Context: an optimization exercise on an open-source flow, tuned for small area. The choices shown serve that exercise and are no tape-out recipe. Function was checked by simulation only, so behaviour that the tests miss may differ from the original. Power and IR drop assume default switching activity.

==> run G: inputs <==
==> flow/design.v (excerpt) <==
module synth_core (
    input             clk,
    input             rst_n,
    input             play_n,
    input      [9:0]  SW,
    input      [11:0] GPIO_0,
    input             uart_rx,
    output     [31:0] audio_out,
    output     [9:0]  LEDR,
    output     [6:0]  HEX0,
    output     [6:0]  HEX1,
    output     [6:0]  HEX2
);
export LEC_CHECK = 0
export ABC_AREA = 1
export CAP_MARGIN = 10
export CORE_MARGIN = 2
export CORE_UTILIZATION = 55
export CTS_CLUSTER_DIAMETER = 100
export CTS_CLUSTER_SIZE = 30
export PLACE_DENSITY = 0.65
export SLEW_MARGIN = 10
create_clock -name core_clock -period 45.0 [get_ports {clk}]
standard.sh (not shown) runs the stock make flow with config.mk's settings and CLKGATE_MAP_FILE= SYNTH_SCRIPT=/design/flow/synth_recipe.tcl, a recipe that flattens the netlist after the stock synthesis.
==> flow/flow/run.sh <==
#!/bin/bash
# Own layout flow: the standard flow (standard.sh) unchanged, except that
# the synthesis maps logic with a stronger ABC area script
# (flow/abc_area_own.script). The synthesis script is the standard flow's
# synth_recipe.tcl, with Yosys's abc command wrapped so that it reads that
# script; every other step, and the registers, are the standard flow's.
set -euo pipefail
W=$(pwd)
cp flow/abc_area_own.script "$W/abc_area_own.script"
{
  echo 'proc abc {args} {'
  echo '  set i [lsearch -exact $args -script]'
  echo "  if {\$i >= 0} { lset args [expr {\$i + 1}] {$W/abc_area_own.script} }"
  echo '  yosys abc {*}$args'
  echo '}'
  cat synth_recipe.tcl
} > "$W/own_synth.tcl"
sed "s#SYNTH_SCRIPT=[^ ]*#SYNTH_SCRIPT=$W/own_synth.tcl#" standard.sh > "$W/own_standard.sh"
grep -q "SYNTH_SCRIPT=$W/own_synth.tcl" "$W/own_standard.sh"
bash "$W/own_standard.sh" > "$W/own_flow_make.log" 2>&1
test -s out/final.def
==> flow/flow/abc_area_own.script <==
strash
&get -n
&deepsyn -T 20
&put
dch -f
amap
strash
dch -f
amap
topo
==> run Z: changes against run G <==
--- a/flow/config.mk
+++ b/flow/config.mk
@@ -7,9 +7,10 @@
 export LEC_CHECK = 0
 export ABC_AREA = 1
-export CAP_MARGIN = 10
+export CAP_MARGIN = 20
 export CORE_MARGIN = 2
 export CORE_UTILIZATION = 55
 export CTS_CLUSTER_DIAMETER = 100
 export CTS_CLUSTER_SIZE = 30
+export GPL_TIMING_DRIVEN = 0
 export PLACE_DENSITY = 0.65
-export SLEW_MARGIN = 10
+export SLEW_MARGIN = 20
==> metrics.csv <==
stage,metric,value,unit
status,status,timing/DRC/antenna clean,
cells_and_area,utilization after layout,0.610,
sta,worst-case setup margin in the final layout,18.54,ns
place,Area after DPL,59200,sq um
sta,Final min period,26.46,ns
global_routing,met1 Track Usage GR,0.363,
cells_and_area,clock-cell share of area,0.0264,
critical_path,"slowest stage delay, CP",1.14,ns
power_and_ir_drop,sequential power share,0.399,
critical_path,"Max stage delay cell, worst path",clkdlybuf4s50_1,
global_routing,global-route wire length before repair,220000,microns
cells_and_area,clock buf count,82,
place,Placed Cells,7083,
cells_and_area,register area,29500,sq um
cells_and_area,"Buffers, non-clock",169,
cells_and_area,fraction of area in registers,0.485,
power_and_ir_drop,Net Sw Frac,0.372,
cells_and_area,Syn-to-layout area delta,10.4,%
min_path,Hold Path End,bend.sh[383],
power_and_ir_drop,Clock power frac,0.186,
That was run Z.
==> metrics.csv <==
stage,metric,value,unit
status,status,timing/DRC/antenna clean,
clock_tree,clock-pin slew on the worst setup and hold paths,0.11,ns
sta,Final min period,25.60,ns
global_routing,met1 Track Usage GR,0.373,
critical_path,"slowest stage delay, CP",0.60,ns
power_and_ir_drop,Net Sw Frac,0.377,
critical_path,critical path launch point type,primary input,
power_and_ir_drop,total power draw,3.22,mW
sta,worst-case setup margin in the final layout,19.40,ns
cells_and_area,layout cells sized above 1,0.0253,
cells_and_area,clock-cell share of area,0.0267,
global_routing,global-route wire length before repair,222000,microns
cells_and_area,utilization after layout,0.600,
cells_and_area,"Buffers, non-clock",148,
cells_and_area,clock buf count,81,
place,Area after DPL,58200,sq um
min_path,Hold Path End,bend.sh[239],
cells_and_area,register area,29500,sq um
That was run G.

[re-timing with driven ports]
How much do the figures lean on ideal ports? The routed layouts below were timed once more, with nothing changed but the port constraints. Step 1 sets driving cells, clkbuf_16 on the clock port and buf_2 on the other inputs (assumed; they add their load-dependent delay and slew). Step 2 also shifts input and output timing later by t, the mid clock arrival at the registers, as if the neighbouring blocks saw the same clock. Three values: ideal ports, drivers, drivers and shift; two values: the first two.
run | t (ns) | slack for setup (ns) | hold WS [ns] | clock arrival spread, ns | cell pins on the clock port's net
run G | 0.752 | 19.401 / 19.443 / 18.691 | 0.327 / 0.327 / 0.327 | 0.052 / 0.052 | 1
run Z | 0.745 | 18.536 / 18.555 / 17.810 | 0.335 / 0.335 / 0.335 | 0.034 / 0.034 | 1
After both steps every run listed still meets setup and hold. The setup slack of run Z, which loses most, moves by +0.019 ns with the drivers and by -0.726 ns with both steps.
